This is an optimization exercise on Yosys and OpenROAD, whose aim is small area, a short achievable clock period and few clock cycles, not a production implementation. No functional check of the RTL was part of any run shown here.

==> flow/design.v (outline; a module is shown in full before it is edited, if it fits) <==
// module dual_port_RAM_0: 14 lines
// module row_pass: 256 lines
// module col_pass: 265 lines
// module M2: 270 lines
module M2 (
	input  logic        Clock_50,
	input  logic        Resetn,
	input  logic [15:0] SRAM_read_data,
	input  logic        M2_start,
	output logic        SRAM_we_n,
	output logic        M2_done,
	output logic [15:0] SRAM_write_data,
	output logic [17:0] SRAM_address
);
  // ...
==> flow/flow/run.sh <==
#!/bin/bash
# The standard layout, with timing repair aiming at 8.1 ns of setup slack
# instead of 0.  The clock period and constraints are the standard flow's.
set -euo pipefail
bash standard.sh SETUP_SLACK_MARGIN=8.1 finish > standard.log 2>&1
==> flow/standard.sh <==
#!/bin/bash
# synth_recipe.tcl (not shown) runs the flow's synth.tcl, then flattens the netlist and writes it again
# the make line also repeats each setting of config.mk as NAME=value (left out here)
make -C /OpenROAD-flow-scripts/flow DESIGN_CONFIG=/design/flow/config.mk WORK_HOME=/design/flow/orfs CLKGATE_MAP_FILE= SYNTH_SCRIPT=/design/flow/synth_recipe.tcl "${@:-finish}"
==> flow/config.mk <==
export PLATFORM = sky130hd
export DESIGN_NAME = M2
export DESIGN_NICKNAME = M2
export VERILOG_FILES = /design/flow/design.v
export SDC_FILE = /design/flow/constraint.sdc
export NUM_CORES = 8
export LEC_CHECK = 0
export CAP_MARGIN = 20
export CORE_MARGIN = 2
export CORE_UTILIZATION = 40
export CTS_CLUSTER_DIAMETER = 70
export CTS_CLUSTER_SIZE = 30
export SLEW_MARGIN = 20
export SYNTH_MEMORY_MAX_BITS = 4096
==> flow/constraint.sdc <==
create_clock -name core_clock -period 12.0 [get_ports {Clock_50}]
set_input_delay 2.4000 -clock core_clock [delete_from_list [all_inputs] [get_ports {Clock_50}]]
set_output_delay 2.4000 -clock core_clock [all_outputs]
set_load 0.01 [all_outputs]
==> metrics.yaml, run 1 <==
setup_viol: 0
layout.filler_cells: 32870
finalMaxSlewViolations: 0
max-clock-path-buffers: 4
worstHoldStart: "xr[13]"
area_of_the_mapped_netlist_sq_um: 146300
synthTopCellsByCount: "sky130_fd_sc_hd__edfxtp_1, sky130_fd_sc_hd__dfxtp_1, sky130_fd_sc_hd__nand2_1, sky130_fd_sc_hd__fa_1, sky130_fd_sc_hd__ha_1"
post_synth_edffs: 1592
holdPathEnd: "xr2[13]"
crit_arrival_ps: 1550
ff2ff_path_depth: 11
pre_cts_slack_ps: 7386
multi_input_gates: 6986
layout.cell_area.non_filler_sq_um: 160200
critical_path.n_buffers_inverters: 1
std_cell_rows: 222
min_path_type: "flop to flop"
maxCapViolCount: 0
crit_path_start_kind: "flop"
clock_latency_ps: 970
regArea_sq_um: 75720
top_ports: 55
drcViolationCount: 0
placeableCoreArea_sq_um: 365000
cell_family_contributing_the_most_delay_on_the_critical_path: "flip-flops"
tap_cells: 4816
grt_pass1_wl_microns: 600900
grt_most_used_layer: "met2"
signal_buffer_area_fraction_pct: 1.109
status: "complete, no violations"
worstSetupStartpoint: "SRAM_we_n"
==> module row_pass, before the edit <==
module row_pass (input logic clk, input logic [15:0] x, input logic [17:0] x3, input logic [3:0] p0,
  output logic [29:0] ra0, ra1, ra2, ra3, rb0, rb1, rb2, rb3);
function automatic logic [59:0] csa(input logic [29:0] a, b, c);
  logic [29:0] s, cy; s = a ^ b ^ c; cy = ((a & b) | (a & c) | (b & c)) << 1; csa = {s, cy};
endfunction
function automatic logic [29:0] add30(input logic [29:0] a, b, input logic ci);
  logic [29:0] g, p, G, P, Gn, Pn;
  g = a & b; p = a ^ b; g[0] = g[0] | (p[0] & ci); G = g; P = p;
  Gn = G; Pn = P;
  Gn[1] = G[1] | (P[1] & G[0]); Pn[1] = P[1] & P[0];
  Gn[3] = G[3] | (P[3] & G[2]); Pn[3] = P[3] & P[2];
  Gn[5] = G[5] | (P[5] & G[4]); Pn[5] = P[5] & P[4];
  Gn[7] = G[7] | (P[7] & G[6]); Pn[7] = P[7] & P[6];
  Gn[9] = G[9] | (P[9] & G[8]); Pn[9] = P[9] & P[8];
  Gn[11] = G[11] | (P[11] & G[10]); Pn[11] = P[11] & P[10];
  Gn[13] = G[13] | (P[13] & G[12]); Pn[13] = P[13] & P[12];
  Gn[15] = G[15] | (P[15] & G[14]); Pn[15] = P[15] & P[14];
  Gn[17] = G[17] | (P[17] & G[16]); Pn[17] = P[17] & P[16];
  Gn[19] = G[19] | (P[19] & G[18]); Pn[19] = P[19] & P[18];
  Gn[21] = G[21] | (P[21] & G[20]); Pn[21] = P[21] & P[20];
  Gn[23] = G[23] | (P[23] & G[22]); Pn[23] = P[23] & P[22];
  Gn[25] = G[25] | (P[25] & G[24]); Pn[25] = P[25] & P[24];
  Gn[27] = G[27] | (P[27] & G[26]); Pn[27] = P[27] & P[26];
  Gn[29] = G[29] | (P[29] & G[28]); Pn[29] = P[29] & P[28];
  G = Gn; P = Pn;
  Gn = G; Pn = P;
  Gn[2] = G[2] | (P[2] & G[1]); Pn[2] = P[2] & P[1];
  Gn[3] = G[3] | (P[3] & G[1]); Pn[3] = P[3] & P[1];
  Gn[6] = G[6] | (P[6] & G[5]); Pn[6] = P[6] & P[5];
  Gn[7] = G[7] | (P[7] & G[5]); Pn[7] = P[7] & P[5];
  Gn[10] = G[10] | (P[10] & G[9]); Pn[10] = P[10] & P[9];
  Gn[11] = G[11] | (P[11] & G[9]); Pn[11] = P[11] & P[9];
  Gn[14] = G[14] | (P[14] & G[13]); Pn[14] = P[14] & P[13];
  Gn[15] = G[15] | (P[15] & G[13]); Pn[15] = P[15] & P[13];
  Gn[18] = G[18] | (P[18] & G[17]); Pn[18] = P[18] & P[17];
  Gn[19] = G[19] | (P[19] & G[17]); Pn[19] = P[19] & P[17];
  Gn[22] = G[22] | (P[22] & G[21]); Pn[22] = P[22] & P[21];
  Gn[23] = G[23] | (P[23] & G[21]); Pn[23] = P[23] & P[21];
  Gn[26] = G[26] | (P[26] & G[25]); Pn[26] = P[26] & P[25];
  Gn[27] = G[27] | (P[27] & G[25]); Pn[27] = P[27] & P[25];
  G = Gn; P = Pn;
  Gn = G; Pn = P;
  Gn[4] = G[4] | (P[4] & G[3]); Pn[4] = P[4] & P[3];
  Gn[5] = G[5] | (P[5] & G[3]); Pn[5] = P[5] & P[3];
  Gn[6] = G[6] | (P[6] & G[3]); Pn[6] = P[6] & P[3];
  Gn[7] = G[7] | (P[7] & G[3]); Pn[7] = P[7] & P[3];
  Gn[12] = G[12] | (P[12] & G[11]); Pn[12] = P[12] & P[11];
  Gn[13] = G[13] | (P[13] & G[11]); Pn[13] = P[13] & P[11];
  Gn[14] = G[14] | (P[14] & G[11]); Pn[14] = P[14] & P[11];
  Gn[15] = G[15] | (P[15] & G[11]); Pn[15] = P[15] & P[11];
  Gn[20] = G[20] | (P[20] & G[19]); Pn[20] = P[20] & P[19];
  Gn[21] = G[21] | (P[21] & G[19]); Pn[21] = P[21] & P[19];
  Gn[22] = G[22] | (P[22] & G[19]); Pn[22] = P[22] & P[19];
  Gn[23] = G[23] | (P[23] & G[19]); Pn[23] = P[23] & P[19];
  Gn[28] = G[28] | (P[28] & G[27]); Pn[28] = P[28] & P[27];
  Gn[29] = G[29] | (P[29] & G[27]); Pn[29] = P[29] & P[27];
  G = Gn; P = Pn;
  Gn = G; Pn = P;
  Gn[8] = G[8] | (P[8] & G[7]); Pn[8] = P[8] & P[7];
  Gn[9] = G[9] | (P[9] & G[7]); Pn[9] = P[9] & P[7];
  Gn[10] = G[10] | (P[10] & G[7]); Pn[10] = P[10] & P[7];
  Gn[11] = G[11] | (P[11] & G[7]); Pn[11] = P[11] & P[7];
  Gn[12] = G[12] | (P[12] & G[7]); Pn[12] = P[12] & P[7];
  Gn[13] = G[13] | (P[13] & G[7]); Pn[13] = P[13] & P[7];
  Gn[14] = G[14] | (P[14] & G[7]); Pn[14] = P[14] & P[7];
  Gn[15] = G[15] | (P[15] & G[7]); Pn[15] = P[15] & P[7];
  Gn[24] = G[24] | (P[24] & G[23]); Pn[24] = P[24] & P[23];
  Gn[25] = G[25] | (P[25] & G[23]); Pn[25] = P[25] & P[23];
  Gn[26] = G[26] | (P[26] & G[23]); Pn[26] = P[26] & P[23];
  Gn[27] = G[27] | (P[27] & G[23]); Pn[27] = P[27] & P[23];
  Gn[28] = G[28] | (P[28] & G[23]); Pn[28] = P[28] & P[23];
  Gn[29] = G[29] | (P[29] & G[23]); Pn[29] = P[29] & P[23];
  G = Gn; P = Pn;
  Gn = G; Pn = P;
  Gn[16] = G[16] | (P[16] & G[15]); Pn[16] = P[16] & P[15];
  Gn[17] = G[17] | (P[17] & G[15]); Pn[17] = P[17] & P[15];
  Gn[18] = G[18] | (P[18] & G[15]); Pn[18] = P[18] & P[15];
  Gn[19] = G[19] | (P[19] & G[15]); Pn[19] = P[19] & P[15];
  Gn[20] = G[20] | (P[20] & G[15]); Pn[20] = P[20] & P[15];
  Gn[21] = G[21] | (P[21] & G[15]); Pn[21] = P[21] & P[15];
  Gn[22] = G[22] | (P[22] & G[15]); Pn[22] = P[22] & P[15];
  Gn[23] = G[23] | (P[23] & G[15]); Pn[23] = P[23] & P[15];
  Gn[24] = G[24] | (P[24] & G[15]); Pn[24] = P[24] & P[15];
  Gn[25] = G[25] | (P[25] & G[15]); Pn[25] = P[25] & P[15];
  Gn[26] = G[26] | (P[26] & G[15]); Pn[26] = P[26] & P[15];
  Gn[27] = G[27] | (P[27] & G[15]); Pn[27] = P[27] & P[15];
  Gn[28] = G[28] | (P[28] & G[15]); Pn[28] = P[28] & P[15];
  Gn[29] = G[29] | (P[29] & G[15]); Pn[29] = P[29] & P[15];
  G = Gn; P = Pn;
  add30 = p ^ {G[28:0], ci};
endfunction
logic sg0;    
always_ff @(posedge clk) case (p0)
  4'd0: sg0 <= 1'b0;
  4'd1: sg0 <= 1'b1;
  4'd3: sg0 <= 1'b1;
  4'd4: sg0 <= 1'b0;
  4'd6: sg0 <= 1'b1;
  4'd7: sg0 <= 1'b1;
  4'd9: sg0 <= 1'b0;
  4'd10: sg0 <= 1'b0;
  default: sg0 <= 1'b0;
endcase
logic [15:0] yu0; assign yu0 = (x ^ {16{sg0}}) ^ {1'b1, 15'd0};
logic [17:0] zu0; assign zu0 = (x3 ^ {18{sg0}}) ^ {1'b1, 17'd0};
logic en0_0_0; always_ff @(posedge clk) en0_0_0 <= (p0 == 4'd0) || (p0 == 4'd1) || (p0 == 4'd3) || (p0 == 4'd6) || (p0 == 4'd9) || (p0 == 4'd10);
logic en0_0_1; always_ff @(posedge clk) en0_0_1 <= (p0 == 4'd4) || (p0 == 4'd7);
logic en0_1_0; always_ff @(posedge clk) en0_1_0 <= (p0 == 4'd0) || (p0 == 4'd1) || (p0 == 4'd3) || (p0 == 4'd4) || (p0 == 4'd6) || (p0 == 4'd7) || (p0 == 4'd9) || (p0 == 4'd10);
logic en0_2_0; always_ff @(posedge clk) en0_2_0 <= (p0 == 4'd0) || (p0 == 4'd1) || (p0 == 4'd3) || (p0 == 4'd4) || (p0 == 4'd6) || (p0 == 4'd7);
logic en0_2_1; always_ff @(posedge clk) en0_2_1 <= (p0 == 4'd9) || (p0 == 4'd10);
logic en0_3_0; always_ff @(posedge clk) en0_3_0 <= (p0 == 4'd4) || (p0 == 4'd7) || (p0 == 4'd9) || (p0 == 4'd10);
logic [29:0] r0 [0:3];
assign r0[0] = (({30{en0_0_0}} & (30'({yu0, 3'd0}))) | ({30{en0_0_1}} & (30'({~zu0, 2'd0}))));
assign r0[1] = (({30{en0_1_0}} & (30'({yu0, 11'd0}))));
assign r0[2] = (({30{en0_2_0}} & (30'({~zu0, 4'd0}))) | ({30{en0_2_1}} & (30'({~yu0, 9'd0}))));
assign r0[3] = (({30{en0_3_0}} & (30'({~zu0, 5'd0}))));
logic [29:0] t0_0s, t0_0c; assign {t0_0s, t0_0c} = csa(r0[0], r0[1], r0[2]);
logic [29:0] t0_1s, t0_1c; assign {t0_1s, t0_1c} = csa(t0_0s, t0_0c, r0[3]);
logic [29:0] ps0, pc0; always_ff @(posedge clk) begin ps0 <= t0_1s; pc0 <= t0_1c; end
logic sg1;    
always_ff @(posedge clk) case (p0)
  4'd0: sg1 <= 1'b0;
  4'd1: sg1 <= 1'b0;
  4'd3: sg1 <= 1'b0;
  4'd4: sg1 <= 1'b0;
  4'd6: sg1 <= 1'b0;
  4'd7: sg1 <= 1'b1;
  4'd9: sg1 <= 1'b0;
  4'd10: sg1 <= 1'b1;
  default: sg1 <= 1'b0;
endcase
logic [15:0] yu1; assign yu1 = (x ^ {16{sg1}}) ^ {1'b1, 15'd0};
logic [17:0] zu1; assign zu1 = (x3 ^ {18{sg1}}) ^ {1'b1, 17'd0};
logic en1_0_0; always_ff @(posedge clk) en1_0_0 <= (p0 == 4'd0) || (p0 == 4'd1) || (p0 == 4'd3) || (p0 == 4'd6);
logic en1_0_1; always_ff @(posedge clk) en1_0_1 <= (p0 == 4'd4) || (p0 == 4'd7) || (p0 == 4'd9) || (p0 == 4'd10);
logic en1_1_0; always_ff @(posedge clk) en1_1_0 <= (p0 == 4'd0) || (p0 == 4'd1) || (p0 == 4'd3) || (p0 == 4'd4) || (p0 == 4'd6) || (p0 == 4'd7);
logic en1_1_1; always_ff @(posedge clk) en1_1_1 <= (p0 == 4'd9) || (p0 == 4'd10);
logic en1_2_0; always_ff @(posedge clk) en1_2_0 <= (p0 == 4'd0) || (p0 == 4'd1) || (p0 == 4'd3) || (p0 == 4'd4) || (p0 == 4'd6) || (p0 == 4'd7) || (p0 == 4'd9) || (p0 == 4'd10);
logic en1_3_0; always_ff @(posedge clk) en1_3_0 <= (p0 == 4'd0) || (p0 == 4'd1) || (p0 == 4'd3) || (p0 == 4'd6) || (p0 == 4'd9) || (p0 == 4'd10);
logic en1_3_1; always_ff @(posedge clk) en1_3_1 <= (p0 == 4'd4) || (p0 == 4'd7);
logic [29:0] r1 [0:3];
assign r1[0] = (({30{en1_0_0}} & (30'({yu1, 10'd0}))) | ({30{en1_0_1}} & (30'({yu1, 3'd0}))));
assign r1[1] = (({30{en1_1_0}} & (30'({zu1, 1'd0}))) | ({30{en1_1_1}} & (30'({zu1, 8'd0}))));
assign r1[2] = (({30{en1_2_0}} & (30'({zu1, 8'd0}))));
assign r1[3] = (({30{en1_3_0}} & (30'({~zu1, 5'd0}))) | ({30{en1_3_1}} & (30'(yu1))));
logic [29:0] t1_0s, t1_0c; assign {t1_0s, t1_0c} = csa(r1[0], r1[1], r1[2]);
logic [29:0] t1_1s, t1_1c; assign {t1_1s, t1_1c} = csa(t1_0s, t1_0c, r1[3]);
logic [29:0] ps1, pc1; always_ff @(posedge clk) begin ps1 <= t1_1s; pc1 <= t1_1c; end
logic sg2;    
always_ff @(posedge clk) case (p0)
  4'd0: sg2 <= 1'b0;
  4'd1: sg2 <= 1'b1;
  4'd3: sg2 <= 1'b0;
  4'd4: sg2 <= 1'b1;
  4'd6: sg2 <= 1'b1;
  4'd7: sg2 <= 1'b0;
  4'd9: sg2 <= 1'b0;
  4'd10: sg2 <= 1'b1;
  default: sg2 <= 1'b0;
endcase
logic [15:0] yu2; assign yu2 = (x ^ {16{sg2}}) ^ {1'b1, 15'd0};
logic [17:0] zu2; assign zu2 = (x3 ^ {18{sg2}}) ^ {1'b1, 17'd0};
logic en2_0_0; always_ff @(posedge clk) en2_0_0 <= (p0 == 4'd0) || (p0 == 4'd1) || (p0 == 4'd3) || (p0 == 4'd6);
logic en2_0_1; always_ff @(posedge clk) en2_0_1 <= (p0 == 4'd4) || (p0 == 4'd7);
logic en2_0_2; always_ff @(posedge clk) en2_0_2 <= (p0 == 4'd9) || (p0 == 4'd10);
logic en2_1_0; always_ff @(posedge clk) en2_1_0 <= (p0 == 4'd0) || (p0 == 4'd1) || (p0 == 4'd3) || (p0 == 4'd4) || (p0 == 4'd6) || (p0 == 4'd7) || (p0 == 4'd9) || (p0 == 4'd10);
logic en2_2_0; always_ff @(posedge clk) en2_2_0 <= (p0 == 4'd0) || (p0 == 4'd1) || (p0 == 4'd3) || (p0 == 4'd4) || (p0 == 4'd6) || (p0 == 4'd7) || (p0 == 4'd9) || (p0 == 4'd10);
logic en2_3_0; always_ff @(posedge clk) en2_3_0 <= (p0 == 4'd0) || (p0 == 4'd1) || (p0 == 4'd3) || (p0 == 4'd6);
logic en2_3_1; always_ff @(posedge clk) en2_3_1 <= (p0 == 4'd4) || (p0 == 4'd7);
logic en2_3_2; always_ff @(posedge clk) en2_3_2 <= (p0 == 4'd9) || (p0 == 4'd10);
logic [29:0] r2 [0:3];
assign r2[0] = (({30{en2_0_0}} & (30'(yu2))) | ({30{en2_0_1}} & ({14'd0, ~yu2})) | ({30{en2_0_2}} & (30'({zu2, 3'd0}))));
assign r2[1] = (({30{en2_1_0}} & (30'({yu2, 4'd0}))));
assign r2[2] = (({30{en2_2_0}} & (30'({yu2, 10'd0}))));
assign r2[3] = (({30{en2_3_0}} & (30'({zu2, 5'd0}))) | ({30{en2_3_1}} & (30'({~yu2, 8'd0}))) | ({30{en2_3_2}} & (30'({zu2, 7'd0}))));
logic [29:0] t2_0s, t2_0c; assign {t2_0s, t2_0c} = csa(r2[0], r2[1], r2[2]);
logic [29:0] t2_1s, t2_1c; assign {t2_1s, t2_1c} = csa(t2_0s, t2_0c, r2[3]);
logic [29:0] ps2, pc2; always_ff @(posedge clk) begin ps2 <= t2_1s; pc2 <= t2_1c; end
logic sg3;    
always_ff @(posedge clk) case (p0)
  4'd0: sg3 <= 1'b0;
  4'd1: sg3 <= 1'b1;
  4'd3: sg3 <= 1'b0;
  4'd4: sg3 <= 1'b1;
  4'd6: sg3 <= 1'b0;
  4'd7: sg3 <= 1'b0;
  4'd9: sg3 <= 1'b0;
  4'd10: sg3 <= 1'b0;
  default: sg3 <= 1'b0;
endcase
logic [15:0] yu3; assign yu3 = (x ^ {16{sg3}}) ^ {1'b1, 15'd0};
logic [17:0] zu3; assign zu3 = (x3 ^ {18{sg3}}) ^ {1'b1, 17'd0};
logic en3_0_0; always_ff @(posedge clk) en3_0_0 <= (p0 == 4'd0) || (p0 == 4'd1) || (p0 == 4'd3) || (p0 == 4'd6) || (p0 == 4'd9) || (p0 == 4'd10);
logic en3_0_1; always_ff @(posedge clk) en3_0_1 <= (p0 == 4'd4) || (p0 == 4'd7);
logic en3_1_0; always_ff @(posedge clk) en3_1_0 <= (p0 == 4'd0) || (p0 == 4'd1) || (p0 == 4'd3) || (p0 == 4'd6);
logic en3_1_1; always_ff @(posedge clk) en3_1_1 <= (p0 == 4'd4) || (p0 == 4'd7);
logic en3_1_2; always_ff @(posedge clk) en3_1_2 <= (p0 == 4'd9) || (p0 == 4'd10);
logic en3_2_0; always_ff @(posedge clk) en3_2_0 <= (p0 == 4'd0) || (p0 == 4'd1) || (p0 == 4'd3) || (p0 == 4'd4) || (p0 == 4'd6) || (p0 == 4'd7) || (p0 == 4'd9) || (p0 == 4'd10);
logic en3_3_0; always_ff @(posedge clk) en3_3_0 <= (p0 == 4'd4) || (p0 == 4'd7);
logic en3_3_1; always_ff @(posedge clk) en3_3_1 <= (p0 == 4'd9) || (p0 == 4'd10);
logic [29:0] r3 [0:3];
assign r3[0] = (({30{en3_0_0}} & (30'({yu3, 4'd0}))) | ({30{en3_0_1}} & (30'({~yu3, 5'd0}))));
assign r3[1] = (({30{en3_1_0}} & ({14'd0, ~yu3})) | ({30{en3_1_1}} & (30'({yu3, 2'd0}))) | ({30{en3_1_2}} & (30'({zu3, 3'd0}))));
assign r3[2] = (({30{en3_2_0}} & (30'({zu3, 7'd0}))));
assign r3[3] = (({30{en3_3_0}} & (30'({zu3, 9'd0}))) | ({30{en3_3_1}} & (30'({yu3, 10'd0}))));
logic [29:0] t3_0s, t3_0c; assign {t3_0s, t3_0c} = csa(r3[0], r3[1], r3[2]);
logic [29:0] t3_1s, t3_1c; assign {t3_1s, t3_1c} = csa(t3_0s, t3_0c, r3[3]);
logic [29:0] ps3, pc3; always_ff @(posedge clk) begin ps3 <= t3_1s; pc3 <= t3_1c; end
logic [3:0] p1; always_ff @(posedge clk) p1 <= p0;
logic xb, ld; always_ff @(posedge clk) begin ld <= (p1 == 4'd11); case (p1)
  4'd1: xb <= 1'b1;
  4'd2: xb <= 1'b1;
  4'd3: xb <= 1'b1;
  4'd5: xb <= 1'b1;
  4'd6: xb <= 1'b1;
  4'd11: xb <= 1'b1;
  default: xb <= 1'b0;
endcase end
logic [29:0] ra [0:3]; logic [29:0] rb [0:3];
logic [29:0] ua0p, ua0s, ua0c;
assign ua0p = ra[2];
assign ua0s = ua0p ^ ps0 ^ pc0; assign ua0c = {((ua0p & ps0) | (ua0p & pc0) | (ps0 & pc0)), 1'b0};
always_ff @(posedge clk) ra[0] <= ld ? 30'd665229697 : add30(ua0s, ua0c, 1'b0);
logic [29:0] ub0p, ub0s, ub0c;
assign ub0p = rb[2];
assign ub0s = ub0p ^ ps0 ^ pc0; assign ub0c = {((ub0p & ps0) | (ub0p & pc0) | (ps0 & pc0)), 1'b0};
always_ff @(posedge clk) rb[0] <= ld ? 30'd15171664 : (add30(ub0s, ub0c, 1'b0) ^ {30{xb}});
logic [29:0] ua1p, ua1s, ua1c;
assign ua1p = ra[0];
assign ua1s = ua1p ^ ps1 ^ pc1; assign ua1c = {((ua1p & ps1) | (ua1p & pc1) | (ps1 & pc1)), 1'b0};
always_ff @(posedge clk) ra[1] <= ld ? 30'd617648649 : add30(ua1s, ua1c, 1'b0);
logic [29:0] ub1p, ub1s, ub1c;
assign ub1p = rb[0];
assign ub1s = ub1p ^ ps1 ^ pc1; assign ub1c = {((ub1p & ps1) | (ub1p & pc1) | (ps1 & pc1)), 1'b0};
always_ff @(posedge clk) rb[1] <= ld ? 30'd62752426 : (add30(ub1s, ub1c, 1'b0) ^ {30{xb}});
logic [29:0] ua2p, ua2s, ua2c;
assign ua2p = ra[3];
assign ua2s = ua2p ^ ps2 ^ pc2; assign ua2c = {((ua2p & ps2) | (ua2p & pc2) | (ps2 & pc2)), 1'b0};
always_ff @(posedge clk) ra[2] <= ld ? 30'd637174150 : add30(ua2s, ua2c, 1'b0);
logic [29:0] ub2p, ub2s, ub2c;
assign ub2p = rb[3];
assign ub2s = ub2p ^ ps2 ^ pc2; assign ub2c = {((ub2p & ps2) | (ub2p & pc2) | (ps2 & pc2)), 1'b0};
always_ff @(posedge clk) rb[2] <= ld ? 30'd43220699 : (add30(ub2s, ub2c, 1'b0) ^ {30{xb}});
logic [29:0] ua3p, ua3s, ua3c;
assign ua3p = ra[1];
assign ua3s = ua3p ^ ps3 ^ pc3; assign ua3c = {((ua3p & ps3) | (ua3p & pc3) | (ps3 & pc3)), 1'b0};
always_ff @(posedge clk) ra[3] <= ld ? 30'd589598849 : add30(ua3s, ua3c, 1'b0);
logic [29:0] ub3p, ub3s, ub3c;
assign ub3p = rb[1];
assign ub3s = ub3p ^ ps3 ^ pc3; assign ub3c = {((ub3p & ps3) | (ub3p & pc3) | (ps3 & pc3)), 1'b0};
always_ff @(posedge clk) rb[3] <= ld ? 30'd90800080 : (add30(ub3s, ub3c, 1'b0) ^ {30{xb}});
assign ra0 = ra[0]; assign rb0 = rb[0];
assign ra1 = ra[1]; assign rb1 = rb[1];
assign ra2 = ra[2]; assign rb2 = rb[2];
assign ra3 = ra[3]; assign rb3 = rb[3];
endmodule
==> module col_pass, before the edit <==
module col_pass (input logic clk, input logic [21:0] x, input logic [23:0] x3, input logic [3:0] p0,
  output logic [31:0] ra0, ra1, ra2, ra3, rb0, rb1, rb2, rb3);
function automatic logic [63:0] csa(input logic [31:0] a, b, c);
  logic [31:0] s, cy; s = a ^ b ^ c; cy = ((a & b) | (a & c) | (b & c)) << 1; csa = {s, cy};
endfunction
function automatic logic [31:0] add32(input logic [31:0] a, b, input logic ci);
  logic [31:0] g, p, G, P, Gn, Pn;
  g = a & b; p = a ^ b; g[0] = g[0] | (p[0] & ci); G = g; P = p;
  Gn = G; Pn = P;
  Gn[1] = G[1] | (P[1] & G[0]); Pn[1] = P[1] & P[0];
  Gn[3] = G[3] | (P[3] & G[2]); Pn[3] = P[3] & P[2];
  Gn[5] = G[5] | (P[5] & G[4]); Pn[5] = P[5] & P[4];
  Gn[7] = G[7] | (P[7] & G[6]); Pn[7] = P[7] & P[6];
  Gn[9] = G[9] | (P[9] & G[8]); Pn[9] = P[9] & P[8];
  Gn[11] = G[11] | (P[11] & G[10]); Pn[11] = P[11] & P[10];
  Gn[13] = G[13] | (P[13] & G[12]); Pn[13] = P[13] & P[12];
  Gn[15] = G[15] | (P[15] & G[14]); Pn[15] = P[15] & P[14];
  Gn[17] = G[17] | (P[17] & G[16]); Pn[17] = P[17] & P[16];
  Gn[19] = G[19] | (P[19] & G[18]); Pn[19] = P[19] & P[18];
  Gn[21] = G[21] | (P[21] & G[20]); Pn[21] = P[21] & P[20];
  Gn[23] = G[23] | (P[23] & G[22]); Pn[23] = P[23] & P[22];
  Gn[25] = G[25] | (P[25] & G[24]); Pn[25] = P[25] & P[24];
  Gn[27] = G[27] | (P[27] & G[26]); Pn[27] = P[27] & P[26];
  Gn[29] = G[29] | (P[29] & G[28]); Pn[29] = P[29] & P[28];
  Gn[31] = G[31] | (P[31] & G[30]); Pn[31] = P[31] & P[30];
  G = Gn; P = Pn;
  Gn = G; Pn = P;
  Gn[2] = G[2] | (P[2] & G[1]); Pn[2] = P[2] & P[1];
  Gn[3] = G[3] | (P[3] & G[1]); Pn[3] = P[3] & P[1];
  Gn[6] = G[6] | (P[6] & G[5]); Pn[6] = P[6] & P[5];
  Gn[7] = G[7] | (P[7] & G[5]); Pn[7] = P[7] & P[5];
  Gn[10] = G[10] | (P[10] & G[9]); Pn[10] = P[10] & P[9];
  Gn[11] = G[11] | (P[11] & G[9]); Pn[11] = P[11] & P[9];
  Gn[14] = G[14] | (P[14] & G[13]); Pn[14] = P[14] & P[13];
  Gn[15] = G[15] | (P[15] & G[13]); Pn[15] = P[15] & P[13];
  Gn[18] = G[18] | (P[18] & G[17]); Pn[18] = P[18] & P[17];
  Gn[19] = G[19] | (P[19] & G[17]); Pn[19] = P[19] & P[17];
  Gn[22] = G[22] | (P[22] & G[21]); Pn[22] = P[22] & P[21];
  Gn[23] = G[23] | (P[23] & G[21]); Pn[23] = P[23] & P[21];
  Gn[26] = G[26] | (P[26] & G[25]); Pn[26] = P[26] & P[25];
  Gn[27] = G[27] | (P[27] & G[25]); Pn[27] = P[27] & P[25];
  Gn[30] = G[30] | (P[30] & G[29]); Pn[30] = P[30] & P[29];
  Gn[31] = G[31] | (P[31] & G[29]); Pn[31] = P[31] & P[29];
  G = Gn; P = Pn;
  Gn = G; Pn = P;
  Gn[4] = G[4] | (P[4] & G[3]); Pn[4] = P[4] & P[3];
  Gn[5] = G[5] | (P[5] & G[3]); Pn[5] = P[5] & P[3];
  Gn[6] = G[6] | (P[6] & G[3]); Pn[6] = P[6] & P[3];
  Gn[7] = G[7] | (P[7] & G[3]); Pn[7] = P[7] & P[3];
  Gn[12] = G[12] | (P[12] & G[11]); Pn[12] = P[12] & P[11];
  Gn[13] = G[13] | (P[13] & G[11]); Pn[13] = P[13] & P[11];
  Gn[14] = G[14] | (P[14] & G[11]); Pn[14] = P[14] & P[11];
  Gn[15] = G[15] | (P[15] & G[11]); Pn[15] = P[15] & P[11];
  Gn[20] = G[20] | (P[20] & G[19]); Pn[20] = P[20] & P[19];
  Gn[21] = G[21] | (P[21] & G[19]); Pn[21] = P[21] & P[19];
  Gn[22] = G[22] | (P[22] & G[19]); Pn[22] = P[22] & P[19];
  Gn[23] = G[23] | (P[23] & G[19]); Pn[23] = P[23] & P[19];
  Gn[28] = G[28] | (P[28] & G[27]); Pn[28] = P[28] & P[27];
  Gn[29] = G[29] | (P[29] & G[27]); Pn[29] = P[29] & P[27];
  Gn[30] = G[30] | (P[30] & G[27]); Pn[30] = P[30] & P[27];
  Gn[31] = G[31] | (P[31] & G[27]); Pn[31] = P[31] & P[27];
  G = Gn; P = Pn;
  Gn = G; Pn = P;
  Gn[8] = G[8] | (P[8] & G[7]); Pn[8] = P[8] & P[7];
  Gn[9] = G[9] | (P[9] & G[7]); Pn[9] = P[9] & P[7];
  Gn[10] = G[10] | (P[10] & G[7]); Pn[10] = P[10] & P[7];
  Gn[11] = G[11] | (P[11] & G[7]); Pn[11] = P[11] & P[7];
  Gn[12] = G[12] | (P[12] & G[7]); Pn[12] = P[12] & P[7];
  Gn[13] = G[13] | (P[13] & G[7]); Pn[13] = P[13] & P[7];
  Gn[14] = G[14] | (P[14] & G[7]); Pn[14] = P[14] & P[7];
  Gn[15] = G[15] | (P[15] & G[7]); Pn[15] = P[15] & P[7];
  Gn[24] = G[24] | (P[24] & G[23]); Pn[24] = P[24] & P[23];
  Gn[25] = G[25] | (P[25] & G[23]); Pn[25] = P[25] & P[23];
  Gn[26] = G[26] | (P[26] & G[23]); Pn[26] = P[26] & P[23];
  Gn[27] = G[27] | (P[27] & G[23]); Pn[27] = P[27] & P[23];
  Gn[28] = G[28] | (P[28] & G[23]); Pn[28] = P[28] & P[23];
  Gn[29] = G[29] | (P[29] & G[23]); Pn[29] = P[29] & P[23];
  Gn[30] = G[30] | (P[30] & G[23]); Pn[30] = P[30] & P[23];
  Gn[31] = G[31] | (P[31] & G[23]); Pn[31] = P[31] & P[23];
  G = Gn; P = Pn;
  Gn = G; Pn = P;
  Gn[16] = G[16] | (P[16] & G[15]); Pn[16] = P[16] & P[15];
  Gn[17] = G[17] | (P[17] & G[15]); Pn[17] = P[17] & P[15];
  Gn[18] = G[18] | (P[18] & G[15]); Pn[18] = P[18] & P[15];
  Gn[19] = G[19] | (P[19] & G[15]); Pn[19] = P[19] & P[15];
  Gn[20] = G[20] | (P[20] & G[15]); Pn[20] = P[20] & P[15];
  Gn[21] = G[21] | (P[21] & G[15]); Pn[21] = P[21] & P[15];
  Gn[22] = G[22] | (P[22] & G[15]); Pn[22] = P[22] & P[15];
  Gn[23] = G[23] | (P[23] & G[15]); Pn[23] = P[23] & P[15];
  Gn[24] = G[24] | (P[24] & G[15]); Pn[24] = P[24] & P[15];
  Gn[25] = G[25] | (P[25] & G[15]); Pn[25] = P[25] & P[15];
  Gn[26] = G[26] | (P[26] & G[15]); Pn[26] = P[26] & P[15];
  Gn[27] = G[27] | (P[27] & G[15]); Pn[27] = P[27] & P[15];
  Gn[28] = G[28] | (P[28] & G[15]); Pn[28] = P[28] & P[15];
  Gn[29] = G[29] | (P[29] & G[15]); Pn[29] = P[29] & P[15];
  Gn[30] = G[30] | (P[30] & G[15]); Pn[30] = P[30] & P[15];
  Gn[31] = G[31] | (P[31] & G[15]); Pn[31] = P[31] & P[15];
  G = Gn; P = Pn;
  add32 = p ^ {G[30:0], ci};
endfunction
logic sg0;    
always_ff @(posedge clk) case (p0)
  4'd0: sg0 <= 1'b0;
  4'd1: sg0 <= 1'b1;
  4'd3: sg0 <= 1'b1;
  4'd4: sg0 <= 1'b0;
  4'd6: sg0 <= 1'b1;
  4'd7: sg0 <= 1'b1;
  4'd9: sg0 <= 1'b0;
  4'd10: sg0 <= 1'b0;
  default: sg0 <= 1'b0;
endcase
logic [21:0] yu0; assign yu0 = (x ^ {22{sg0}}) ^ {1'b1, 21'd0};
logic [23:0] zu0; assign zu0 = (x3 ^ {24{sg0}}) ^ {1'b1, 23'd0};
logic en0_0_0; always_ff @(posedge clk) en0_0_0 <= (p0 == 4'd0) || (p0 == 4'd1) || (p0 == 4'd3) || (p0 == 4'd6) || (p0 == 4'd9) || (p0 == 4'd10);
logic en0_0_1; always_ff @(posedge clk) en0_0_1 <= (p0 == 4'd4) || (p0 == 4'd7);
logic en0_1_0; always_ff @(posedge clk) en0_1_0 <= (p0 == 4'd0) || (p0 == 4'd1) || (p0 == 4'd3) || (p0 == 4'd4) || (p0 == 4'd6) || (p0 == 4'd7) || (p0 == 4'd9) || (p0 == 4'd10);
logic en0_2_0; always_ff @(posedge clk) en0_2_0 <= (p0 == 4'd0) || (p0 == 4'd1) || (p0 == 4'd3) || (p0 == 4'd4) || (p0 == 4'd6) || (p0 == 4'd7);
logic en0_2_1; always_ff @(posedge clk) en0_2_1 <= (p0 == 4'd9) || (p0 == 4'd10);
logic en0_3_0; always_ff @(posedge clk) en0_3_0 <= (p0 == 4'd4) || (p0 == 4'd7) || (p0 == 4'd9) || (p0 == 4'd10);
logic [31:0] r0 [0:3];
assign r0[0] = (({32{en0_0_0}} & (32'({yu0, 3'd0}))) | ({32{en0_0_1}} & (32'({~zu0, 2'd0}))));
assign r0[1] = (({32{en0_1_0}} & (32'({yu0, 11'd0}))));
assign r0[2] = (({32{en0_2_0}} & (32'({~zu0, 4'd0}))) | ({32{en0_2_1}} & (32'({~yu0, 9'd0}))));
assign r0[3] = (({32{en0_3_0}} & (32'({~zu0, 5'd0}))));
logic [31:0] t0_0s, t0_0c; assign {t0_0s, t0_0c} = csa(r0[0], r0[1], r0[2]);
logic [31:0] t0_1s, t0_1c; assign {t0_1s, t0_1c} = csa(t0_0s, t0_0c, r0[3]);
logic [31:0] ps0, pc0; always_ff @(posedge clk) begin ps0 <= t0_1s; pc0 <= t0_1c; end
logic sg1;    
always_ff @(posedge clk) case (p0)
  4'd0: sg1 <= 1'b0;
  4'd1: sg1 <= 1'b0;
  4'd3: sg1 <= 1'b0;
  4'd4: sg1 <= 1'b0;
  4'd6: sg1 <= 1'b0;
  4'd7: sg1 <= 1'b1;
  4'd9: sg1 <= 1'b0;
  4'd10: sg1 <= 1'b1;
  default: sg1 <= 1'b0;
endcase
logic [21:0] yu1; assign yu1 = (x ^ {22{sg1}}) ^ {1'b1, 21'd0};
logic [23:0] zu1; assign zu1 = (x3 ^ {24{sg1}}) ^ {1'b1, 23'd0};
logic en1_0_0; always_ff @(posedge clk) en1_0_0 <= (p0 == 4'd0) || (p0 == 4'd1) || (p0 == 4'd3) || (p0 == 4'd6);
logic en1_0_1; always_ff @(posedge clk) en1_0_1 <= (p0 == 4'd4) || (p0 == 4'd7) || (p0 == 4'd9) || (p0 == 4'd10);
logic en1_1_0; always_ff @(posedge clk) en1_1_0 <= (p0 == 4'd0) || (p0 == 4'd1) || (p0 == 4'd3) || (p0 == 4'd4) || (p0 == 4'd6) || (p0 == 4'd7);
logic en1_1_1; always_ff @(posedge clk) en1_1_1 <= (p0 == 4'd9) || (p0 == 4'd10);
logic en1_2_0; always_ff @(posedge clk) en1_2_0 <= (p0 == 4'd0) || (p0 == 4'd1) || (p0 == 4'd3) || (p0 == 4'd4) || (p0 == 4'd6) || (p0 == 4'd7) || (p0 == 4'd9) || (p0 == 4'd10);
logic en1_3_0; always_ff @(posedge clk) en1_3_0 <= (p0 == 4'd0) || (p0 == 4'd1) || (p0 == 4'd3) || (p0 == 4'd6) || (p0 == 4'd9) || (p0 == 4'd10);
logic en1_3_1; always_ff @(posedge clk) en1_3_1 <= (p0 == 4'd4) || (p0 == 4'd7);
logic [31:0] r1 [0:3];
assign r1[0] = (({32{en1_0_0}} & (32'({yu1, 10'd0}))) | ({32{en1_0_1}} & (32'({yu1, 3'd0}))));
assign r1[1] = (({32{en1_1_0}} & (32'({zu1, 1'd0}))) | ({32{en1_1_1}} & (32'({zu1, 8'd0}))));
assign r1[2] = (({32{en1_2_0}} & (32'({zu1, 8'd0}))));
assign r1[3] = (({32{en1_3_0}} & (32'({~zu1, 5'd0}))) | ({32{en1_3_1}} & (32'(yu1))));
logic [31:0] t1_0s, t1_0c; assign {t1_0s, t1_0c} = csa(r1[0], r1[1], r1[2]);
logic [31:0] t1_1s, t1_1c; assign {t1_1s, t1_1c} = csa(t1_0s, t1_0c, r1[3]);
logic [31:0] ps1, pc1; always_ff @(posedge clk) begin ps1 <= t1_1s; pc1 <= t1_1c; end
logic sg2;    
always_ff @(posedge clk) case (p0)
  4'd0: sg2 <= 1'b0;
  4'd1: sg2 <= 1'b1;
  4'd3: sg2 <= 1'b0;
  4'd4: sg2 <= 1'b1;
  4'd6: sg2 <= 1'b1;
  4'd7: sg2 <= 1'b0;
  4'd9: sg2 <= 1'b0;
  4'd10: sg2 <= 1'b1;
  default: sg2 <= 1'b0;
endcase
logic [21:0] yu2; assign yu2 = (x ^ {22{sg2}}) ^ {1'b1, 21'd0};
logic [23:0] zu2; assign zu2 = (x3 ^ {24{sg2}}) ^ {1'b1, 23'd0};
logic en2_0_0; always_ff @(posedge clk) en2_0_0 <= (p0 == 4'd0) || (p0 == 4'd1) || (p0 == 4'd3) || (p0 == 4'd6);
logic en2_0_1; always_ff @(posedge clk) en2_0_1 <= (p0 == 4'd4) || (p0 == 4'd7);
logic en2_0_2; always_ff @(posedge clk) en2_0_2 <= (p0 == 4'd9) || (p0 == 4'd10);
logic en2_1_0; always_ff @(posedge clk) en2_1_0 <= (p0 == 4'd0) || (p0 == 4'd1) || (p0 == 4'd3) || (p0 == 4'd4) || (p0 == 4'd6) || (p0 == 4'd7) || (p0 == 4'd9) || (p0 == 4'd10);
logic en2_2_0; always_ff @(posedge clk) en2_2_0 <= (p0 == 4'd0) || (p0 == 4'd1) || (p0 == 4'd3) || (p0 == 4'd4) || (p0 == 4'd6) || (p0 == 4'd7) || (p0 == 4'd9) || (p0 == 4'd10);
logic en2_3_0; always_ff @(posedge clk) en2_3_0 <= (p0 == 4'd0) || (p0 == 4'd1) || (p0 == 4'd3) || (p0 == 4'd6);
logic en2_3_1; always_ff @(posedge clk) en2_3_1 <= (p0 == 4'd4) || (p0 == 4'd7);
logic en2_3_2; always_ff @(posedge clk) en2_3_2 <= (p0 == 4'd9) || (p0 == 4'd10);
logic [31:0] r2 [0:3];
assign r2[0] = (({32{en2_0_0}} & (32'(yu2))) | ({32{en2_0_1}} & ({10'd0, ~yu2})) | ({32{en2_0_2}} & (32'({zu2, 3'd0}))));
assign r2[1] = (({32{en2_1_0}} & (32'({yu2, 4'd0}))));
assign r2[2] = (({32{en2_2_0}} & (32'({yu2, 10'd0}))));
assign r2[3] = (({32{en2_3_0}} & (32'({zu2, 5'd0}))) | ({32{en2_3_1}} & (32'({~yu2, 8'd0}))) | ({32{en2_3_2}} & (32'({zu2, 7'd0}))));
logic [31:0] t2_0s, t2_0c; assign {t2_0s, t2_0c} = csa(r2[0], r2[1], r2[2]);
logic [31:0] t2_1s, t2_1c; assign {t2_1s, t2_1c} = csa(t2_0s, t2_0c, r2[3]);
logic [31:0] ps2, pc2; always_ff @(posedge clk) begin ps2 <= t2_1s; pc2 <= t2_1c; end
logic sg3;    
always_ff @(posedge clk) case (p0)
  4'd0: sg3 <= 1'b0;
  4'd1: sg3 <= 1'b1;
  4'd3: sg3 <= 1'b0;
  4'd4: sg3 <= 1'b1;
  4'd6: sg3 <= 1'b0;
  4'd7: sg3 <= 1'b0;
  4'd9: sg3 <= 1'b0;
  4'd10: sg3 <= 1'b0;
  default: sg3 <= 1'b0;
endcase
logic [21:0] yu3; assign yu3 = (x ^ {22{sg3}}) ^ {1'b1, 21'd0};
logic [23:0] zu3; assign zu3 = (x3 ^ {24{sg3}}) ^ {1'b1, 23'd0};
logic en3_0_0; always_ff @(posedge clk) en3_0_0 <= (p0 == 4'd0) || (p0 == 4'd1) || (p0 == 4'd3) || (p0 == 4'd6) || (p0 == 4'd9) || (p0 == 4'd10);
logic en3_0_1; always_ff @(posedge clk) en3_0_1 <= (p0 == 4'd4) || (p0 == 4'd7);
logic en3_1_0; always_ff @(posedge clk) en3_1_0 <= (p0 == 4'd0) || (p0 == 4'd1) || (p0 == 4'd3) || (p0 == 4'd6);
logic en3_1_1; always_ff @(posedge clk) en3_1_1 <= (p0 == 4'd4) || (p0 == 4'd7);
logic en3_1_2; always_ff @(posedge clk) en3_1_2 <= (p0 == 4'd9) || (p0 == 4'd10);
logic en3_2_0; always_ff @(posedge clk) en3_2_0 <= (p0 == 4'd0) || (p0 == 4'd1) || (p0 == 4'd3) || (p0 == 4'd4) || (p0 == 4'd6) || (p0 == 4'd7) || (p0 == 4'd9) || (p0 == 4'd10);
logic en3_3_0; always_ff @(posedge clk) en3_3_0 <= (p0 == 4'd4) || (p0 == 4'd7);
logic en3_3_1; always_ff @(posedge clk) en3_3_1 <= (p0 == 4'd9) || (p0 == 4'd10);
logic [31:0] r3 [0:3];
assign r3[0] = (({32{en3_0_0}} & (32'({yu3, 4'd0}))) | ({32{en3_0_1}} & (32'({~yu3, 5'd0}))));
assign r3[1] = (({32{en3_1_0}} & ({10'd0, ~yu3})) | ({32{en3_1_1}} & (32'({yu3, 2'd0}))) | ({32{en3_1_2}} & (32'({zu3, 3'd0}))));
assign r3[2] = (({32{en3_2_0}} & (32'({zu3, 7'd0}))));
assign r3[3] = (({32{en3_3_0}} & (32'({zu3, 9'd0}))) | ({32{en3_3_1}} & (32'({yu3, 10'd0}))));
logic [31:0] t3_0s, t3_0c; assign {t3_0s, t3_0c} = csa(r3[0], r3[1], r3[2]);
logic [31:0] t3_1s, t3_1c; assign {t3_1s, t3_1c} = csa(t3_0s, t3_0c, r3[3]);
logic [31:0] ps3, pc3; always_ff @(posedge clk) begin ps3 <= t3_1s; pc3 <= t3_1c; end
logic [3:0] p1; always_ff @(posedge clk) p1 <= p0;
logic xb, ld; always_ff @(posedge clk) begin ld <= (p1 == 4'd11); case (p1)
  4'd1: xb <= 1'b1;
  4'd2: xb <= 1'b1;
  4'd3: xb <= 1'b1;
  4'd5: xb <= 1'b1;
  4'd6: xb <= 1'b1;
  4'd11: xb <= 1'b1;
  default: xb <= 1'b0;
endcase end
logic [31:0] ra [0:3]; logic [31:0] rb [0:3];
logic [31:0] ua0p, ua0s, ua0c;
assign ua0p = ra[2];
assign ua0s = ua0p ^ ps0 ^ pc0; assign ua0c = {((ua0p & ps0) | (ua0p & pc0) | (ps0 & pc0)), 1'b0};
always_ff @(posedge clk) ra[0] <= ld ? 32'd3919583617 : add32(ua0s, ua0c, 1'b0);
logic [31:0] ub0p, ub0s, ub0c;
assign ub0p = rb[2];
assign ub0s = ub0p ^ ps0 ^ pc0; assign ub0c = {((ub0p & ps0) | (ub0p & pc0) | (ps0 & pc0)), 1'b0};
always_ff @(posedge clk) rb[0] <= ld ? 32'd970981456 : (add32(ub0s, ub0c, 1'b0) ^ {32{xb}});
logic [31:0] ua1p, ua1s, ua1c;
assign ua1p = ra[0];
assign ua1s = ua1p ^ ps1 ^ pc1; assign ua1c = {((ua1p & ps1) | (ua1p & pc1) | (ps1 & pc1)), 1'b0};
always_ff @(posedge clk) ra[1] <= ld ? 32'd874517001 : add32(ua1s, ua1c, 1'b0);
logic [31:0] ub1p, ub1s, ub1c;
assign ub1p = rb[0];
assign ub1s = ub1p ^ ps1 ^ pc1; assign ub1c = {((ub1p & ps1) | (ub1p & pc1) | (ps1 & pc1)), 1'b0};
always_ff @(posedge clk) rb[1] <= ld ? 32'd4016047786 : (add32(ub1s, ub1c, 1'b0) ^ {32{xb}});
logic [31:0] ua2p, ua2s, ua2c;
assign ua2p = ra[3];
assign ua2s = ua2p ^ ps2 ^ pc2; assign ua2c = {((ua2p & ps2) | (ua2p & pc2) | (ps2 & pc2)), 1'b0};
always_ff @(posedge clk) ra[2] <= ld ? 32'd2124415366 : add32(ua2s, ua2c, 1'b0);
logic [31:0] ub2p, ub2s, ub2c;
assign ub2p = rb[3];
assign ub2s = ub2p ^ ps2 ^ pc2; assign ub2c = {((ub2p & ps2) | (ub2p & pc2) | (ps2 & pc2)), 1'b0};
always_ff @(posedge clk) rb[2] <= ld ? 32'd2766143195 : (add32(ub2s, ub2c, 1'b0) ^ {32{xb}});
logic [31:0] ua3p, ua3s, ua3c;
assign ua3p = ra[1];
assign ua3s = ua3p ^ ps3 ^ pc3; assign ua3c = {((ua3p & ps3) | (ua3p & pc3) | (ps3 & pc3)), 1'b0};
always_ff @(posedge clk) ra[3] <= ld ? 32'd3374321793 : add32(ua3s, ua3c, 1'b0);
logic [31:0] ub3p, ub3s, ub3c;
assign ub3p = rb[1];
assign ub3s = ub3p ^ ps3 ^ pc3; assign ub3c = {((ub3p & ps3) | (ub3p & pc3) | (ps3 & pc3)), 1'b0};
always_ff @(posedge clk) rb[3] <= ld ? 32'd1516240848 : (add32(ub3s, ub3c, 1'b0) ^ {32{xb}});
assign ra0 = ra[0]; assign rb0 = rb[0];
assign ra1 = ra[1]; assign rb1 = rb[1];
assign ra2 = ra[2]; assign rb2 = rb[2];
assign ra3 = ra[3]; assign rb3 = rb[3];
endmodule
==> inputs of run 2 (changes only) <==
--- a/flow/design.v
+++ b/flow/design.v
@@ -259,17 +259,17 @@
 	output logic [21:0] rdata
 );
 logic [21:0] mem [0:63];
 always_ff @ (posedge clock) begin
 	if (wren) mem[waddr] <= wdata;
 end
 assign rdata = mem[raddr];
 endmodule
-module row_pass (input logic clk, input logic [15:0] x, input logic [17:0] x3, input logic [3:0] p0,
+module row_pass (input logic clk, input logic [15:0] x, input logic [3:0] p0,
   output logic [29:0] ra0, ra1, ra2, ra3, rb0, rb1, rb2, rb3);
 function automatic logic [59:0] csa(input logic [29:0] a, b, c);
   logic [29:0] s, cy; s = a ^ b ^ c; cy = ((a & b) | (a & c) | (b & c)) << 1; csa = {s, cy};
 endfunction
 function automatic logic [29:0] add30(input logic [29:0] a, b, input logic ci);
   logic [29:0] g, p, G, P, Gn, Pn;
   g = a & b; p = a ^ b; g[0] = g[0] | (p[0] & ci); G = g; P = p;
   Gn = G; Pn = P;
@@ -350,16 +350,17 @@
   Gn[25] = G[25] | (P[25] & G[15]); Pn[25] = P[25] & P[15];
   Gn[26] = G[26] | (P[26] & G[15]); Pn[26] = P[26] & P[15];
   Gn[27] = G[27] | (P[27] & G[15]); Pn[27] = P[27] & P[15];
   Gn[28] = G[28] | (P[28] & G[15]); Pn[28] = P[28] & P[15];
   Gn[29] = G[29] | (P[29] & G[15]); Pn[29] = P[29] & P[15];
   G = Gn; P = Pn;
   add30 = p ^ {G[28:0], ci};
 endfunction
+logic [17:0] x3; assign x3 = {{2{x[15]}}, x} + {x[15], x, 1'b0};
 logic sg0;    
 always_ff @(posedge clk) case (p0)
   4'd0: sg0 <= 1'b0;
   4'd1: sg0 <= 1'b1;
   4'd3: sg0 <= 1'b1;
   4'd4: sg0 <= 1'b0;
   4'd6: sg0 <= 1'b1;
   4'd7: sg0 <= 1'b1;
@@ -515,17 +516,17 @@
 assign ub3p = rb[1];
 assign ub3s = ub3p ^ ps3 ^ pc3; assign ub3c = {((ub3p & ps3) | (ub3p & pc3) | (ps3 & pc3)), 1'b0};
 always_ff @(posedge clk) rb[3] <= ld ? 30'd90800080 : (add30(ub3s, ub3c, 1'b0) ^ {30{xb}});
 assign ra0 = ra[0]; assign rb0 = rb[0];
 assign ra1 = ra[1]; assign rb1 = rb[1];
 assign ra2 = ra[2]; assign rb2 = rb[2];
 assign ra3 = ra[3]; assign rb3 = rb[3];
 endmodule
-module col_pass (input logic clk, input logic [21:0] x, input logic [23:0] x3, input logic [3:0] p0,
+module col_pass (input logic clk, input logic [21:0] x, input logic [3:0] p0,
   output logic [31:0] ra0, ra1, ra2, ra3, rb0, rb1, rb2, rb3);
 function automatic logic [63:0] csa(input logic [31:0] a, b, c);
   logic [31:0] s, cy; s = a ^ b ^ c; cy = ((a & b) | (a & c) | (b & c)) << 1; csa = {s, cy};
 endfunction
 function automatic logic [31:0] add32(input logic [31:0] a, b, input logic ci);
   logic [31:0] g, p, G, P, Gn, Pn;
   g = a & b; p = a ^ b; g[0] = g[0] | (p[0] & ci); G = g; P = p;
   Gn = G; Pn = P;
@@ -615,16 +616,17 @@
   Gn[27] = G[27] | (P[27] & G[15]); Pn[27] = P[27] & P[15];
   Gn[28] = G[28] | (P[28] & G[15]); Pn[28] = P[28] & P[15];
   Gn[29] = G[29] | (P[29] & G[15]); Pn[29] = P[29] & P[15];
   Gn[30] = G[30] | (P[30] & G[15]); Pn[30] = P[30] & P[15];
   Gn[31] = G[31] | (P[31] & G[15]); Pn[31] = P[31] & P[15];
   G = Gn; P = Pn;
   add32 = p ^ {G[30:0], ci};
 endfunction
+logic [23:0] x3; assign x3 = {{2{x[21]}}, x} + {x[21], x, 1'b0};
 logic sg0;    
 always_ff @(posedge clk) case (p0)
   4'd0: sg0 <= 1'b0;
   4'd1: sg0 <= 1'b1;
   4'd3: sg0 <= 1'b1;
   4'd4: sg0 <= 1'b0;
   4'd6: sg0 <= 1'b1;
   4'd7: sg0 <= 1'b1;
@@ -808,17 +810,16 @@
 		4'd0: nof = 3'd1; 4'd1: nof = 3'd3; 4'd3: nof = 3'd5; 4'd4: nof = 3'd2;
 		4'd6: nof = 3'd7; 4'd7: nof = 3'd6; 4'd9: nof = 3'd0; default: nof = 3'd4;
 	endcase
 endfunction
 logic        run;
 logic [3:0]  q;              
 logic [3:0]  rp0;            
 logic [3:0]  cp0;            
-logic [3:0]  cp1;            
 logic        rd_on;          
 logic        q_rd;
 assign q_rd = (q != 4'd2) && (q != 4'd5) && (q != 4'd8) && (q != 4'd11);
 logic [14:0] rowb;
 logic [2:0]  rk;
 logic [5:0]  rbc;
 logic [4:0]  rbr;
 logic [1:0]  rpl;
@@ -850,27 +851,27 @@
 logic        wslot;          
 logic        do_write;
 logic        last_write;
 assign last_write = (wpl == 2'd2) && (wbr == 5'd29) && w_last_bc && (wp == 2'd3) && (wk == 3'd7);
 assign do_write = wslot && (wb_cnt != 4'd0);
 always_ff @(posedge Clock_50 or negedge Resetn) begin
 	if (!Resetn) begin
 		run <= 1'b0; rd_on <= 1'b1;
-		q <= 4'd0; rp0 <= 4'd8; cp0 <= 4'd2; cp1 <= 4'd1; wslot <= 1'b0;
+		q <= 4'd0; rp0 <= 4'd9; cp0 <= 4'd2; wslot <= 1'b0;
 		rowb <= 15'd9600; rk <= 3'd0; rbc <= 6'd0; rbr <= 5'd0; rpl <= 2'd0;
 		waddr <= 17'd0; wk <= 3'd0; wp <= 2'd0; wbc <= 6'd0; wbr <= 5'd0; wpl <= 2'd0;
 		SRAM_we_n <= 1'b1;
 		M2_done <= 1'b0;
 	end else begin
 		SRAM_we_n <= 1'b1;
 		if (!run) begin
 			if (M2_start && !M2_done) run <= 1'b1;
 		end else begin
-			q <= inc12(q); rp0 <= inc12(rp0); cp0 <= inc12(cp0); cp1 <= inc12(cp1);
+			q <= inc12(q); rp0 <= inc12(rp0); cp0 <= inc12(cp0);
 			wslot <= (q == 4'd1) || (q == 4'd4) || (q == 4'd7) || (q == 4'd10);
 			if (q_rd) begin
 				if (rd_on) begin
 					if (q == 4'd10) begin
 						rowb <= rowb + rinc;
 						rk <= rk + 3'd1;
 						if (rk == 3'd7) begin
 							if (!r_last_bc) rbc <= rbc + 6'd1;
@@ -916,27 +917,22 @@
 	if (run) begin
 		if (q_rd) SRAM_address <= {rowb, nof(q)};
 		else begin
 			SRAM_address <= {1'b0, waddr};
 			SRAM_write_data <= wb[wk];
 		end
 	end
 end
-logic [15:0] xr, xr2;
-logic [17:0] xr3;            
-always_ff @(posedge Clock_50) begin
-	xr <= SRAM_read_data;
-	xr2 <= xr;
-	xr3 <= {{2{xr[15]}}, xr} + {xr[15], xr, 1'b0};
-end
+logic [15:0] xr;
+always_ff @(posedge Clock_50) xr <= SRAM_read_data;
 logic [29:0] rpa [0:3];
 logic [29:0] rpb [0:3];
 row_pass rpass (
-	.clk(Clock_50), .x(xr2), .x3(xr3), .p0(rp0),
+	.clk(Clock_50), .x(xr), .p0(rp0),
 	.ra0(rpa[0]), .ra1(rpa[1]), .ra2(rpa[2]), .ra3(rpa[3]),
 	.rb0(rpb[0]), .rb1(rpb[1]), .rb2(rpb[2]), .rb3(rpb[3])
 );
 logic        row_v;          
 logic        row_end;        
 logic [2:0]  rp_k;
 logic        rp_par;
 logic [21:0] stg [0:7];
@@ -964,18 +960,18 @@
 		3'd4: mof = 3'd7; 3'd5: mof = 3'd6; 3'd6: mof = 3'd0; default: mof = 3'd4;
 	endcase
 endfunction
 logic        cp_on, cp_pend, cp_par, cp_pend_par;
 logic [2:0]  cp_m;
 logic        cp_on_n, cp_par_n;
 logic [2:0]  cp_m_n, cp_n_n;
 logic [5:0]  cp_addr;
-logic        cv1, cv2, col_done, col_odd;
-logic [2:0]  cm1, cm2;
+logic        cv1, col_done, col_odd;
+logic [2:0]  cm1;
 always_comb begin
 	cp_on_n = cp_on; cp_m_n = cp_m; cp_par_n = cp_par;
 	if (run && cp0 == 4'd11) begin
 		if (cp_pend) begin
 			cp_on_n = 1'b1; cp_m_n = 3'd0; cp_par_n = cp_pend_par;
 		end else if (cp_on) begin
 			cp_m_n = cp_m + 3'd1;
 			if (cp_m == 3'd7) cp_on_n = 1'b0;
@@ -984,57 +980,51 @@
 	cp_n_n = nof(run ? inc12(cp0) : cp0);
 end
 always_ff @(posedge Clock_50 or negedge Resetn) begin
 	if (!Resetn) begin
 		row_v <= 1'b0; row_end <= 1'b0; rp_k <= 3'd0; rp_par <= 1'b0;
 		tw_we <= 1'b0; tw_i <= 3'd0; tw_k <= 3'd0; tw_par <= 1'b0; tw_addr <= 6'd0;
 		cp_on <= 1'b0; cp_pend <= 1'b0; cp_par <= 1'b0; cp_pend_par <= 1'b0; cp_m <= 3'd0;
 		cp_addr <= 6'd0;
-		cv1 <= 1'b0; cm1 <= 3'd0; cv2 <= 1'b0; cm2 <= 3'd0; col_done <= 1'b0; col_odd <= 1'b0;
+		cv1 <= 1'b0; cm1 <= 3'd0; col_done <= 1'b0; col_odd <= 1'b0;
 	end else begin
 		if (run && q == 4'd10) row_v <= rd_on;
-		row_end <= run && (q == 4'd4) && row_v;
+		row_end <= run && (q == 4'd3) && row_v;
 		if (row_end) begin
 			rp_k <= rp_k + 3'd1;
 			if (rp_k == 3'd7) rp_par <= ~rp_par;
 			tw_we <= 1'b1; tw_i <= 3'd0; tw_k <= rp_k; tw_par <= rp_par;
 			tw_addr <= rp_par ? {mof(3'd0), rp_k} : {rp_k, mof(3'd0)};
 		end else if (tw_we) begin
 			tw_i <= tw_i + 3'd1;
 			if (tw_i == 3'd7) tw_we <= 1'b0;
 			tw_addr <= tw_par ? {mof(tw_i + 3'd1), tw_k} : {tw_k, mof(tw_i + 3'd1)};
 		end
 		if (row_end && rp_k == 3'd7) begin
 			cp_pend <= 1'b1; cp_pend_par <= rp_par;
 		end else if (run && cp0 == 4'd11) cp_pend <= 1'b0;
 		cp_on <= cp_on_n; cp_m <= cp_m_n; cp_par <= cp_par_n;
 		cp_addr <= cp_par_n ? {cp_m_n, cp_n_n} : {cp_n_n, cp_m_n};
 		cv1 <= cp_on; cm1 <= cp_m;
-		cv2 <= cv1;   cm2 <= cm1;
-		col_done <= (q == 4'd11) && cv2;
-		col_odd <= cm2[0];
+		col_done <= (q == 4'd10) && cv1;
+		col_odd <= cm1[0];
 	end
 end
 logic [21:0] tb_rdata;
 dual_port_RAM_0 tbuf (
 	.clock(Clock_50), .wren(tw_we), .waddr(tw_addr), .wdata(stg[0]),
 	.raddr(cp_addr), .rdata(tb_rdata)
 );
-logic [21:0] cx, cx2;
-logic [23:0] cx3;            
-always_ff @(posedge Clock_50) begin
-	cx <= tb_rdata;
-	cx2 <= cx;
-	cx3 <= {{2{cx[21]}}, cx} + {cx[21], cx, 1'b0};
-end
+logic [21:0] cx;
+always_ff @(posedge Clock_50) cx <= tb_rdata;
 logic [31:0] cpa [0:3];
 logic [31:0] cpb [0:3];
 col_pass cpass (
-	.clk(Clock_50), .x(cx2), .x3(cx3), .p0(cp1),
+	.clk(Clock_50), .x(cx), .p0(cp0),
 	.ra0(cpa[0]), .ra1(cpa[1]), .ra2(cpa[2]), .ra3(cpa[3]),
 	.rb0(cpb[0]), .rb1(cpb[1]), .rb2(cpb[2]), .rb3(cpb[3])
 );
 logic [7:0] smp [0:7];
 always_comb begin
 	for (int c = 0; c < 4; c++) begin
 		smp[3 - c] = clip(cpa[c]);
 		smp[4 + c] = clip(cpb[c]);
==> metrics.yaml, run 2 <==
status: "complete, no violations"  # unchanged
synth_sequential_area_ratio_pct: 51.30  # was 51.63%
fin_nets: 12320  # was 12360
min_path_type: "flop to flop"  # unchanged
route.detailed.vias_per_inst: 5.543  # was 5.557
finalMaxSlewViolations: 0  # unchanged
clock-root-buffer: "sky130_fd_sc_hd__clkbuf_16"  # unchanged
crit_path_end_kind: "flop"  # was output port
maxCapViolCount: 0  # unchanged
yosysTopAreaCellShare_pct: 33.19  # was 32.67%
placement.cell_area_sq_um: 150300  # was 152200 sq um
area_of_the_mapped_netlist_sq_um: 144000  # was 146300 sq um
drcViolationCount: 0  # unchanged
setup_viol: 0  # unchanged
route.vias.total: 87570  # was 88200
fin_worst_skew_ps: 92.92  # was 125.1 ps
synth.ff_latch_count: 2863  # was 2945
dominantRegCellSynth: "sky130_fd_sc_hd__edfxtp_1"  # unchanged
globalRouteTotalUtil_pct: 22.19  # was 21.58%
regArea_sq_um: 74120  # was 75720 sq um
min_period_over_period_pct: 33.55  # was 32.91%
max-clock-path-buffers: 4  # unchanged
max_freq_mhz: 248.4  # was 253.3 MHz
setup_total_negative_slack_ps: 0  # unchanged
gp_congestion: 0.9309  # was 0.9190
layout.filler_cells: 31830  # was 32870
crit_arrival_ps: 4780  # was 1550 ps
pre_cts_slack_ps: 6933  # was 7386 ps
post_synth_edffs: 1592  # unchanged
detail_route.wirelength_microns: 407800  # was 405800 microns
grt_antenna_before_repair: 21  # was 26
clock_latency_ps: 950  # was 970 ps
fin_cells: 15800  # was 15870
std_cell_rows: 220  # was 222
slew_headroom_pct: 24.13  # was 18.80%
ctsHtreeMaxLevel: 4  # unchanged
synth_async_sr_flop_share_pct: 4.331  # was 4.414%
synth.most_common_cell: "sky130_fd_sc_hd__edfxtp_1"  # unchanged
postRouteAntennaNets: 0  # unchanged
detail_route.wl_per_cell_microns: 25.82  # was 25.57 microns
initial_utilization_pct: 40.15  # was 40.09%
grt_pass1_wl_microns: 603500  # was 600900 microns
crit_path_start_kind: "flop"  # unchanged
grt_max_degree: 196  # was 172
top_ports: 55  # unchanged
layout.cell_area.non_filler_sq_um: 160200  # about the same
synth_fp_nets: 12290  # was 12520
drtIter0Drc: 8923  # was 9071
clk_pin_slew_worst_setup_hold_paths_ps: 80  # about the same
hpwlAfterDp_microns: 281300  # was 278900 microns
area_growth_syn_to_layout_pct: 11.27  # was 9.447%
number_of_global_route_vias_before_repair: 89870  # was 89990
synthTopCellsByCount: "sky130_fd_sc_hd__edfxtp_1, sky130_fd_sc_hd__dfxtp_1, sky130_fd_sc_hd__nor2_1, sky130_fd_sc_hd__fa_1, sky130_fd_sc_hd__ha_1"  # was sky130_fd_sc_hd__edfxtp_1, sky130_fd_sc_hd__dfxtp_1, sky130_fd_sc_hd__nand2_1, sky130_fd_sc_hd__fa_1, sky130_fd_sc_hd__ha_1
top_register_by_number_of_flip_flops: "tbuf.mem"  # unchanged
layout.cells.most_common: "sky130_fd_sc_hd__edfxtp_1"  # unchanged
cp.required_ps: 12750  # was 9600 ps
placeableCoreArea_sq_um: 358700  # was 365000 sq um
timing.setup.critical_path_class: "flop to flop"  # was flop to output port
path_cells: "buf_4 > ha_4 > a21oi_4 > o21a_1 > o211ai_1 > nand2_1 > xnor2_1 > buf_4 > xnor2_1 > nand2_1 > and3_1 > fa_1 > inv_1 > fa_1"  # was buf_6
multiInputGateArea_sq_um: 68800  # was 67560 sq um
dpl.cell_count: 15320  # was 15480
yosysUniqueCellTypes: 93  # was 86
setup_slack_ps: 7974  # was 8051 ps
clock_sinks: 2863  # was 2945
detail_route.first_pass.iterations: 7  # was 8
final_layout_size_suffix_gt1_share_pct: 17.04  # was 13.85%
end_of_flow_core_utilization_pct: 44.68  # was 43.88%
run 2: changes by cell type in the layout (fill, tap and decap cells not counted), moves of 32 or more:
cell                       delta
sky130_fd_sc_hd__a21oi_1    +103
sky130_fd_sc_hd__a221oi_1    -69
sky130_fd_sc_hd__a31oi_1     -98
sky130_fd_sc_hd__buf_4      +122
sky130_fd_sc_hd__dfxtp_1    -108
sky130_fd_sc_hd__inv_1      -127
sky130_fd_sc_hd__nand2_1    -101
sky130_fd_sc_hd__nand3_1     -36
sky130_fd_sc_hd__nor2_1     +113
sky130_fd_sc_hd__nor2_2      +32
sky130_fd_sc_hd__nor2_4      -33
sky130_fd_sc_hd__xnor2_1     +54
sky130_fd_sc_hd__xor2_1      -88
run 2: area by class of cell:
type                       count  share of cell area (%)
inverter                     452                   1.062
clock buffer                 204                   2.972
sequential                  2863                   46.26
multi-input combinational   7001                   42.94
timing repair buffer         368                   1.954
antenna                        9                 0.01405
tap                         4773                   3.727
clock inverter               127                   1.080
run 2: worst paths after layout:
kind                                start        endpoint  slack [ps]  cells after the start
setup reg to reg                    cx[2]   cpass.ps2[15]        7970                     14
setup / recovery                    cx[2]   cpass.ps2[15]        7970                     14
hold reg to reg            cpass.ra[2][0]  cpass.ra[0][0]         420                      1
max in group asynchronous          Resetn      cp_addr[0]        9110                      2
min in group asynchronous          Resetn       waddr[15]        1560                      1
hold / removal             cpass.ra[2][0]  cpass.ra[0][0]         420                      1
run 2: layer usage:
metal  vias up  GRT usage (%)  part of all wire, %
met2      3056          36.96                   48
met3       659          2.524                  5.9
li1      38920              -                    -
met1     44930          30.44                   43
met4         0          6.723                  3.5
met5         -              0                    0
run 2: cells by family after synthesis:
family / after synthesis / synth area share, %
mux: 712 / 9.159
xor+xnor: 1022 / 6.246
simple gates: 2203 / 7.030
buf+inv: 969 / 2.529
flops: 2863 / 51.30
fa+ha+maj: 1438 / 16.26
compound gates: 1626 / 7.474
run 2: repair_timing:
action                                  4_1_cts  5_1_grt
buffers inserted                             82       58
pin swaps                                    67      104
resized for setup                           402      211
endpoints found under the setup margin      447      285
run 2: critical path: cells and delay by family (launching register included):
kind	cells	cell delay [ps]
AO/OA/AOI/OAI	3	570
buffers and inverters	3	470
adder cells (fa/ha/maj)	3	1320
XOR/XNOR	2	460
AND/OR/NAND/NOR	3	700
flip-flops	1	360

==> port drivers added, routing unchanged <==
The flow's constraints put no driver on any port. The routed layouts listed below were extracted and timed again, unchanged, in two steps. Step 1, drivers: a clkbuf_16 drives Clock_50 and a buf_2 each remaining input, both assumed. Step 2 times the ports against the registers' clock, not the clock port: input delays grow and output delays shrink by t, the midpoint of the rising clock arrivals with the driver on. Slacks: ideal / step 1 / step 2; pairs: ideal / step 1.
| run | t, ns | slack for setup (ns) | clock arrival spread, ns | worst register clock-pin slew, ns | worst data-port slew with drivers (ns) |
|---|---|---|---|---|---|
| run 1 | 1.007 | 8.051 / 7.950 / 8.142 | 0.130 / 0.130 | 0.12 / 0.12 | 0.10 |
| run 2 | 0.998 | 7.974 / 7.974 / 7.974 | 0.114 / 0.114 | 0.11 / 0.11 | 0.10 |
After both steps every run listed still meets setup and hold. The worst setup slack also covers recovery checks on asynchronous resets.
